What follows belongs to an exercise in optimizing a design on an open flow for small area, a short achievable clock period and few clock cycles; a production flow would make more cautious choices.
RTL that was checked went through simulation tests only; none was proved equivalent to the original.
Power is estimated from default activity; no workload was simulated.

// cpu_8bit
module cpu_8bit (
    input wire clk,
    input wire reset,
    input wire [7:0] data_in,
    output wire [7:0] data_out,
    output wire [7:0] address,
    output wire mem_write
);
For scale: roughly 29 flip-flops, roughly 27 I/O pins, roughly 2000 um^2 of cells after synthesis.
clock: 4.0 ns
lec_check: 0
abc_area: 1
cap_margin: 20
core_margin: 2
core_utilization: 40
setup_slack_margin: 2.0
slew_margin: 20
standard.sh (not shown) runs the stock make flow with config.mk's settings and CLKGATE_MAP_FILE= SYNTH_SCRIPT=/design/flow/synth_recipe.tcl, a recipe that flattens the netlist after the stock synthesis.
==> flow/flow/run.sh <==
#!/bin/bash
# Standard layout, except:
#  - synthesis maps with flow/abc.script and without full/half-adder cells,
#  - the ports get plain buffers,
#  - resizing may change a cell's footprint.
F=$(pwd)/flow
export FLOW_ABC_SCRIPT=$F/abc.script
export BUFFER_PORTS_ARGS="-buffer_cell sky130_fd_sc_hd__buf_2"
bash standard.sh SYNTH_SCRIPT=$F/synth_abc.tcl ADDER_MAP_FILE= MATCH_CELL_FOOTPRINT=0 finish > standard.log 2>&1
==> flow/flow/abc.script <==
strash
dch
map -a -B 0.9
topo
stime -c
buffer -c
upsize -c
dnsize -c
==> flow/flow/synth_abc.tcl <==
# synth_recipe.tcl with one change: abc runs the script in flow/abc.script
# instead of ORFS's abc_area.script. Everything else is the same.
proc synth {args} { yosys synth -nofsm -noshare {*}$args }
proc abc {args} {
  set i [lsearch -exact $args -script]
  if { $i >= 0 } { lset args [expr {$i + 1}] $::env(FLOW_ABC_SCRIPT) }
  yosys abc {*}$args
}
source $::env(SCRIPTS_DIR)/synth.tcl
# left out here: clear keep_hierarchy, flatten, clean up, hide names made inside functions, write 1_2_yosys.v
The first run produced a clean layout.
Change:
==> flow/flow/abc.script (replaced) <==
strash
dch
map -a
topo
stime -c
buffer -c
upsize -c
dnsize -c
Settings changed: SETUP_SLACK_MARGIN 2.0 to 2.2.
Outcome: Wire length climbs by 12%. First-iteration DRC count drops by 36%. Combinational power climbs by 20%. Register-to-register slack is better by 0.04 ns. Cell area climbs by about 14%. Worst hold slack stays flat. Total power climbs by about 7%. Critical path depth climbs by 3. Sequential share of layout area drops by 3.4 points.
Change:
Settings changed: SETUP_SLACK_MARGIN 2.2 to 2.0.
=> Maximum frequency went down by 1.2%. Utilization went down by 7.9 points. Clock power went up by 54%. Setup slack loses 0.023 ns. Sequential power went up by about 1%. Power went down by 4.4%.
Change:
==> flow/flow/abc.script (replaced) <==
strash
dch
map -B 0.9
topo
stime -c
buffer -c
upsize -c
dnsize -c
Outcome:
- wire length rises by 20%
- worst hold slack gets worse by 0.080 ns
- final area goes up by 6.0%
No functional check of the RTL was part of any run of this note.

Another version of the RTL of cpu_8bit (not shown whole).
Size: about 270 cells after synthesis, about 28 flip-flops, ~27 I/O pins, about 0.0020 mm^2 of cells after synthesis.
Settings: LEC_CHECK=0, ABC_AREA=1, CAP_MARGIN=20, CORE_MARGIN=2, CORE_UTILIZATION=40, SETUP_SLACK_MARGIN=2.0, SLEW_MARGIN=20; clock period 4.0 ns.
==> flow/flow/abc.script <==
strash
dch
map -a -D 1000
topo
stime -c
buffer -c
upsize -c -D 1000
dnsize -c -D 1000
Scripts as last shown in full above: flow/flow/run.sh, flow/flow/synth_abc.tcl
The starting point completed with no timing, DRC or antenna violations.
Testbench counts at the start, summed over its fixed seeds: cycles 52,861.
==> next run, changes <==
==> flow/flow/abc.script (replaced) <==
strash
dch
map -a
topo
stime -c
buffer -c
upsize -c
dnsize -c
SETUP_SLACK_MARGIN = 1.9   (was 2.0)
The changed run produced a clean layout. Worst setup slack degrades by 0.063 ns. Synthesized area is unchanged. Design area hardly moves. Fmax drops by 3.2%.
==> next run, changes <==
==> flow/flow/abc.script (replaced) <==
strash
dch
map -a -B 0.9
mfs2
topo
stime -c
buffer -c
upsize -c
dnsize -c
SETUP_SLACK_MARGIN = 2.0   (was 1.9)
What happened:
- Now the flow aborted during synthesis
==> next run, changes <==
==> flow/flow/abc.script (replaced) <==
strash
dch
map -a -B 0.9
topo
stime -c
buffer -c
upsize -c
dnsize -c
SETUP_SLACK_MARGIN = 2.3   (was 2.0)
Outcome: With this change the flow completed without violations.
==> next run, changes <==
==> flow/flow/abc.script (replaced) <==
strash
dch
map -a
topo
stime -c
buffer -c
upsize -c
dnsize -c
CTS_CLUSTER_DIAMETER = 200   (was unset)
CTS_CLUSTER_SIZE = 40   (was unset)
SETUP_SLACK_MARGIN = 2.0   (was 2.3)
Effect:
- The changed run passed the timing, DRC and antenna checks
- routed wire length came out lower by 17%
- final area shrinks by 23%
- utilization falls by 15 points
- non-clock buffer count went down by 41
- sequential power goes up by 8.5%
- count of clock-buffer cells in the layout does not change
- global-route usage drops by 2.9 points
- synthesized area is higher by 0.82%

Setup of main:
Another version of the RTL of cpu_8bit (not shown whole).
Size in the first run: roughly 29 flip-flops, about 27 I/O pins.
clock: 4.0 ns
lec_check: 0
abc_area: 1
cap_margin: 20
core_margin: 2
core_utilization: 40
setup_slack_margin: 2.2
slew_margin: 20
==> flow/flow/abc.script <==
strash
dch
map -D 1000
topo
stime -c
buffer -c
upsize -c -D 1000
dnsize -c -D 1000
Scripts as last shown in full above: flow/flow/run.sh, flow/flow/synth_abc.tcl
Input changes introduced in the feature branch (baseline for comparison: main):
==> flow/flow/abc.script <==
strash
dch
map -D 800
topo
stime -c
buffer -c
upsize -c -D 800
dnsize -c -D 800
Results
main did not stop at any stage, and its layout met the timing, DRC and antenna checks.
The feature branch | stages: all done | timing, DRC, antenna: all pass
Compared with main, the feature branch shows a higher met2 wirelength from detailed routing.
For the feature branch, the launch point of the critical path was dp.acc[4], unlike main, where it was data_in[7].
Side by side, area of the placeable core turned out higher in the feature branch than in main.
Diff main -> the feature branch | non-clock buffer instance count of the final layout | up by more than 10%
Xor/xnor share of the synthesized area sits lower in the feature branch than in main.
No run of this note included a check of the RTL's function; only the layout flow was run.

## garnet
cpu_8bit, a different RTL version from the one above (not shown whole).
Size: ~300 cells after synthesis, about 27 I/O pins.
Settings: LEC_CHECK=0, ABC_AREA=1, CAP_MARGIN=20, CORE_MARGIN=2, CORE_UTILIZATION=40, SLEW_MARGIN=20; clock period 4.0 ns.
run.sh (not shown) runs the stock make flow with config.mk's settings and CLKGATE_MAP_FILE= SYNTH_SCRIPT=/design/flow/synth_recipe.tcl, a recipe that flattens the netlist after the stock synthesis.
Stock flow here: none of the scripts above is used.
garnet closes out successfully: all stages finished, all timing, DRC and antenna checks passed.
What violet does differently from garnet at the input level:
Settings: setting SETUP_SLACK_MARGIN to 1.5 for the first time.
==> comparison <==
- violet: no failed stages, no open violations at the end
- In violet, the switching fraction of total power came out 0.32 points above the value in garnet.
- Compared with garnet, placement density in the core of violet is higher.
- Sort garnet and violet by first-iteration DRC count, descending, and garnet comes first.
- Comparing garnet and violet, the higher summed area of non-filler cells in the final layout is on violet.
- The setup slack of violet is larger than that of garnet.
- Of garnet and violet, garnet shows the lower area overhead of the layout relative to synthesis, with violet above it.
- Diff garnet..violet | number of synthesized register bits | unchanged
- Relative to garnet, proportion of final cell area spent on non-clock buffers has increased by 0.77 points in violet.
No run of this note included a check of the RTL's function; only the layout flow was run.

cpu_8bit, a different RTL version from the one above (not shown whole).
For scale: roughly 27 flip-flops, ~27 I/O pins.
==> flow/design.v (excerpt) <==
module cpu_8bit (
    input wire clk,
    input wire reset,
    input wire [7:0] data_in,
    output wire [7:0] data_out,
    output wire [7:0] address,
    output wire mem_write
);
Settings: LEC_CHECK=0, ABC_AREA=1, CAP_MARGIN=20, CORE_MARGIN=2, CORE_UTILIZATION=40, SETUP_SLACK_MARGIN=2.0, SLEW_MARGIN=20; clock period 4.0 ns.
standard.sh (not shown) runs the stock make flow with config.mk's settings and CLKGATE_MAP_FILE= SYNTH_SCRIPT=/design/flow/synth_recipe.tcl, a recipe that flattens the netlist after the stock synthesis.
==> flow/flow/run.sh <==
#!/bin/bash
# Standard layout, except: no full/half-adder cells in synthesis, plain
# buffers on the ports, and resizing free to change a cell's footprint.
export BUFFER_PORTS_ARGS="-buffer_cell sky130_fd_sc_hd__buf_1"
bash standard.sh ADDER_MAP_FILE= MATCH_CELL_FOOTPRINT=0 finish > standard.log 2>&1
The starting point completed with no timing, DRC or antenna violations.
Testbench counts at the start, summed over its fixed seeds: cycles 52,861.
Then changed:
--- a/flow/flow/run.sh
+++ b/flow/flow/run.sh
@@ -4 +4 @@
-export BUFFER_PORTS_ARGS="-buffer_cell sky130_fd_sc_hd__buf_1"
+export BUFFER_PORTS_ARGS="-buffer_cell sky130_fd_sc_hd__buf_2"
SETUP_SLACK_MARGIN = 1.8   (was 2.0)
Area after synthesis is unchanged.
Clock-buffer cell count went up by 1.
Global-route usage shrinks by 0.26 points.
Wire length decreases by about 3%.
Then changed:
SETUP_SLACK_MARGIN = 2.3   (was 1.8)
Effect: Worst hold slack improves by 0.017 ns. Register-to-register slack improves by 0.27 ns. Global-route usage rose by 1.8 points. Synthesized cell count does not change. Setup slack improves by 0.10 ns. Critical path depth fell by 1. Final area rose by 35%.
Then changed:
SETUP_SLACK_MARGIN = 2.0   (was 2.3)
Outcome: Design area fell by 23%. Die area does not change. Global-route usage went down by 1.6 points. Non-clock buffer count falls by 36.
Then changed:
ABC_AREA = 0   (was 1)
After rerunning:
- The changed run completed with no timing, DRC or antenna violations
- power goes up by 29%
- first-iteration DRC count came out higher by about 32%
- final cell count went down by about 3.7%
- worst hold slack loses 0.036 ns
- count of clock-buffer cells in the layout is unchanged
- design area went up by 31%
- combinational power rises by about 50%
Then changed:
ABC_AREA = 1   (was 0)
SETUP_SLACK_MARGIN = 2.6   (was 2.0)
Effect: The changed run completed without violations; wire length is higher by 3.4%; first-iteration DRC count rose by 30%; final area climbs by 13%.

The RTL this note starts from:
==> flow/design.v <==
module control_unit (
    input wire clk,
    input wire reset,
    input wire [7:0] data_in,
    output reg rd,
    output reg wr,
    output reg dsel,
    output reg sub,
    output reg [1:0] mop,
    output reg [3:0] mopd
);
    wire [3:0] op    = data_in[7:4];
    wire       ld    = !dsel && (op == 4'h1 || op == 4'h2 || op == 4'h3 || op == 4'h4);
    wire       st    = !dsel && (op == 4'h5);
    always @(posedge clk or posedge reset) begin
        if (reset) begin
            rd   <= 1'b0;
            wr   <= 1'b0;
            dsel <= 1'b0;
        end else begin
            rd   <= ld;
            wr   <= st;
            dsel <= ld || st;
        end
    end
    always @(posedge clk) begin
        sub  <= (op == 4'h2);
        mop  <= data_in[5:4];
        mopd <= data_in[3:0];
    end
endmodule
module datapath (
    input wire clk,
    input wire reset,
    input wire [7:0] data_in,
    input wire rd,
    input wire dsel,
    input wire sub,
    input wire [1:0] mop,
    output reg [7:0] pc,
    output reg [7:0] acc
);
    reg        carry;
    wire [3:0] op  = data_in[7:4];
    wire [3:0] opd = data_in[3:0];
    wire       fetch = !dsel;
    wire       zero = (acc == 8'h00);
    reg        cond;
    always @(*) begin
        case (op[1:0])
            2'b00: cond = 1'b0;      
            2'b01: cond = 1'b1;      
            2'b10: cond = zero;      
            default: cond = carry;   
        endcase
    end
    wire       take = (op[3:2] == 2'b10) && cond;
    wire [7:0] inc  = pc + 8'h01;
    always @(posedge clk or posedge reset) begin
        if (reset)
            pc <= 8'h00;
        else if (fetch)
            pc <= take ? {4'h0, opd} : inc;
    end
    wire [7:0] ax = acc ^ {8{sub}};
    wire [7:0] g0 = ax & data_in;
    wire [7:0] p0 = ax | data_in;
    wire [7:0] g1, p1, g2, p2, g3;
    genvar i;
    generate
        for (i = 0; i < 8; i = i + 1) begin : pf
            if (i >= 1) begin : l1
                assign g1[i] = g0[i] | (p0[i] & g0[i-1]);
                assign p1[i] = p0[i] & p0[i-1];
            end else begin : l1z
                assign g1[i] = g0[i];
                assign p1[i] = p0[i];
            end
            if (i >= 2) begin : l2
                assign g2[i] = g1[i] | (p1[i] & g1[i-2]);
                assign p2[i] = p1[i] & p1[i-2];
            end else begin : l2z
                assign g2[i] = g1[i];
                assign p2[i] = p1[i];
            end
            if (i >= 4) begin : l3
                assign g3[i] = g2[i] | (p2[i] & g2[i-4]);
            end else begin : l3z
                assign g3[i] = g2[i];
            end
        end
    endgenerate
    wire [8:0] c   = {g3, 1'b0};                 
    wire [7:0] sum = acc ^ data_in ^ c[7:0];
    wire is_ar  = rd && (mop[1] ^ mop[0]);       
    wire is_and = rd && (mop == 2'b11);
    wire is_ld  = rd && (mop == 2'b00);
    wire [7:0] k = {8{is_ld}} | ({8{is_and}} & acc);
    wire is_nl = (op[3:1] == 3'b011);            
    wire is_sr = (op == 4'h8);                   
    wire [7:0] nl = op[0] ? {acc[6:0], 1'b0} : ~acc;
    wire [7:0] sr = {1'b0, acc[7:1]};
    wire       c_nl = op[0] ? acc[7] : 1'b1;
    wire [7:0] f_acc = is_nl ? nl : (is_sr ? sr : acc);
    wire       f_c   = is_nl ? c_nl : (is_sr ? 1'b0 : carry);
    reg [7:0] acc_n;
    reg       c_n;
    always @(*) begin
        if (is_ar) begin
            acc_n = sum;
            c_n   = c[8];
        end else if (rd) begin
            acc_n = data_in & k;
            c_n   = 1'b0;
        end else if (fetch) begin
            acc_n = f_acc;
            c_n   = f_c;
        end else begin
            acc_n = acc;
            c_n   = carry;
        end
    end
    always @(posedge clk or posedge reset) begin
        if (reset) begin
            acc   <= 8'h00;
            carry <= 1'b0;
        end else begin
            acc   <= acc_n;
            carry <= c_n;
        end
    end
endmodule
module cpu_8bit (
    input wire clk,
    input wire reset,
    input wire [7:0] data_in,
    output wire [7:0] data_out,
    output wire [7:0] address,
    output wire mem_write
);
    wire       rd;         
    wire       wr;         
    wire       dsel;       
    wire       sub;        
    wire [1:0] mop;        
    wire [3:0] mopd;       
    wire [7:0] pc;
    wire [7:0] acc;
    control_unit ctrl (
        .clk(clk),
        .reset(reset),
        .data_in(data_in),
        .rd(rd),
        .wr(wr),
        .dsel(dsel),
        .sub(sub),
        .mop(mop),
        .mopd(mopd)
    );
    datapath dp (
        .clk(clk),
        .reset(reset),
        .data_in(data_in),
        .rd(rd),
        .dsel(dsel),
        .sub(sub),
        .mop(mop),
        .pc(pc),
        .acc(acc)
    );
    assign address   = dsel ? {4'h0, mopd} : pc;
    assign data_out  = acc;
    assign mem_write = wr;
endmodule
export LEC_CHECK = 0
export ABC_AREA = 1
export CAP_MARGIN = 20
export CORE_MARGIN = 2
export CORE_UTILIZATION = 40
export SETUP_SLACK_MARGIN = 2.0
export SLEW_MARGIN = 20
create_clock -name core_clock -period 4.0 [get_ports {clk}]
==> flow/flow/run.sh <==
#!/bin/bash
# Standard layout, except:
#  - synthesis maps with flow/abc.script and without full/half-adder cells,
#  - the ports get plain buffers,
#  - resizing may change a cell's footprint.
F=$(pwd)/flow
export FLOW_ABC_SCRIPT=$F/abc.script
export BUFFER_PORTS_ARGS="-buffer_cell sky130_fd_sc_hd__buf_1"
bash standard.sh SYNTH_SCRIPT=$F/synth_abc.tcl ADDER_MAP_FILE= MATCH_CELL_FOOTPRINT=0 finish > standard.log 2>&1
==> flow/flow/abc.script <==
strash
dch
map -a -B 0.9
topo
stime -c
buffer -c
upsize -c
dnsize -c
Scripts as last shown in full above: flow/flow/synth_abc.tcl
Testbench counts at the start, summed over its fixed seeds: cycles 52,861.
==> next run, changes <==
--- a/flow/flow/run.sh
+++ b/flow/flow/run.sh
@@ -6,4 +6,4 @@
 F=$(pwd)/flow
 export FLOW_ABC_SCRIPT=$F/abc.script
-export BUFFER_PORTS_ARGS="-buffer_cell sky130_fd_sc_hd__buf_1"
+export BUFFER_PORTS_ARGS="-buffer_cell sky130_fd_sc_hd__buf_2"
 bash standard.sh SYNTH_SCRIPT=$F/synth_abc.tcl ADDER_MAP_FILE= MATCH_CELL_FOOTPRINT=0 finish > standard.log 2>&1
==> flow/flow/abc.script (replaced) <==
strash
dch
map -a
topo
stime -c
What happened: Area after synthesis falls by 7.8%; routed wire length increases by 3.8%; via count grows by 2.1%.
==> next run, changes <==
==> flow/flow/abc.script (replaced) <==
strash
dch
map -a -B 0.9
topo
stime -c
buffer -c
upsize -c
dnsize -c
Power went up slightly.
Sequential power barely changes.
Hold slack is better by 0.034 ns.
Sequential share of layout area climbs by 1.2 points.
Global-route usage came out lower by 1.2 points.
Worst setup slack is better by 0.051 ns.
Synthesized cell count goes up by a few percent.
Clock-buffer cell count stays the same.
==> next run, changes <==
==> flow/flow/abc.script (replaced) <==
strash
dch
map -B 0.9 -D 1200
topo
stime -c
buffer -c
upsize -c -D 1200
dnsize -c -D 1200
Wire length rose by 16%.
Final area grows by 4.3%.
Die area rises by 3.3%.
Count of clock-buffer cells in the layout is unchanged.
==> next run, changes <==
==> flow/flow/abc.script (replaced) <==
strash
dch
map -a
topo
stime -c
buffer -c
upsize -c
dnsize -c
Result:
- The new run went through all stages and came out clean
- cell area goes down by 4.0%
- worst setup slack gains 0.0076 ns
- clock-buffer cell count goes down by 1
- first-iteration DRC count goes down by 40%
- total power goes down by 2.7%
- combinational power goes down by 7.0%

## re-timing with driven ports
How much do the figures lean on ideal ports? The routed layouts below were timed once more, with nothing changed but the port constraints.
Step 1: set_driving_cell puts a clkbuf_16 on clk and a buf_2 on each other input, an assumption about the parent block.
Step 2 also shifts input and output timing later by t, the mid clock arrival at the registers, as if the neighbouring blocks saw the same clock.
Slacks: ideal / step 1 / step 2; pairs: ideal / step 1.
| run | shift t [ns] | setup WS [ns] | worst hold slack (ns) |
|---|---|---|---|
| the first run of note 1 | 0.313 | 2.038 / 2.046 / 1.733 | 0.578 / 0.578 / 0.578 |
| the second run of note 1 | 0.308 | 2.051 / 2.034 / 1.726 | 0.581 / 0.570 / 0.601 |
| the third run of note 1 | 0.312 | 2.027 / 2.022 / 1.709 | 0.569 / 0.558 / 0.578 |
| the fourth run of note 1 | 0.307 | 2.101 / 2.109 / 1.801 | 0.490 / 0.482 / 0.616 |
| the first run of note 2 | 0.310 | 2.101 / 2.072 / 1.863 | 0.537 / 0.537 / 0.537 |
| the second run of note 2 | 0.310 | 2.038 / 2.009 / 1.799 | 0.537 / 0.537 / 0.537 |
| the fourth run of note 2 | 0.314 | 2.086 / 2.060 / 1.902 | 0.549 / 0.549 / 0.549 |
| the fifth run of note 2 | 0.310 | 2.101 / 2.072 / 1.863 | 0.537 / 0.537 / 0.537 |
| main | 0.316 | 2.204 / 2.146 / 1.831 | 0.554 / 0.554 / 0.554 |
| the feature branch | 0.318 | 2.217 / 2.187 / 1.885 | 0.577 / 0.566 / 0.593 |
| garnet | 0.303 | 1.021 / 0.993 / 0.947 | 0.554 / 0.554 / 0.554 |
| violet | 0.306 | 1.595 / 1.565 / 1.369 | 0.552 / 0.552 / 0.552 |
| the first run of note 5 | 0.295 | 1.976 / 1.951 / 1.813 | 0.539 / 0.539 / 0.539 |
| the second run of note 5 | 0.294 | 1.906 / 1.881 / 1.739 | 0.539 / 0.539 / 0.539 |
| the third run of note 5 | 0.311 | 2.006 / 1.976 / 1.923 | 0.557 / 0.557 / 0.557 |
| the fourth run of note 5 | 0.294 | 2.015 / 1.990 / 1.794 | 0.552 / 0.552 / 0.552 |
| the fifth run of note 5 | 0.303 | 1.762 / 1.745 / 1.441 | 0.516 / 0.516 / 0.516 |
| the sixth run of note 5 | 0.304 | 1.979 / 1.950 / 1.940 | 0.534 / 0.525 / 0.567 |
| the first run of note 6 | 0.303 | 2.001 / 1.975 / 1.801 | 0.569 / 0.569 / 0.569 |
| the second run of note 6 | 0.292 | 2.014 / 1.990 / 1.768 | 0.539 / 0.539 / 0.539 |
| the third run of note 6 | 0.302 | 2.066 / 2.039 / 1.781 | 0.573 / 0.573 / 0.573 |
| the fourth run of note 6 | 0.300 | 2.040 / 2.017 / 1.746 | 0.544 / 0.544 / 0.544 |
| the fifth run of note 6 | 0.302 | 2.047 / 2.020 / 1.809 | 0.537 / 0.537 / 0.537 |
After both steps every run listed still meets setup and hold. The setup slack of main, which loses most, moves by -0.058 ns with the drivers and by -0.373 ns with both steps.
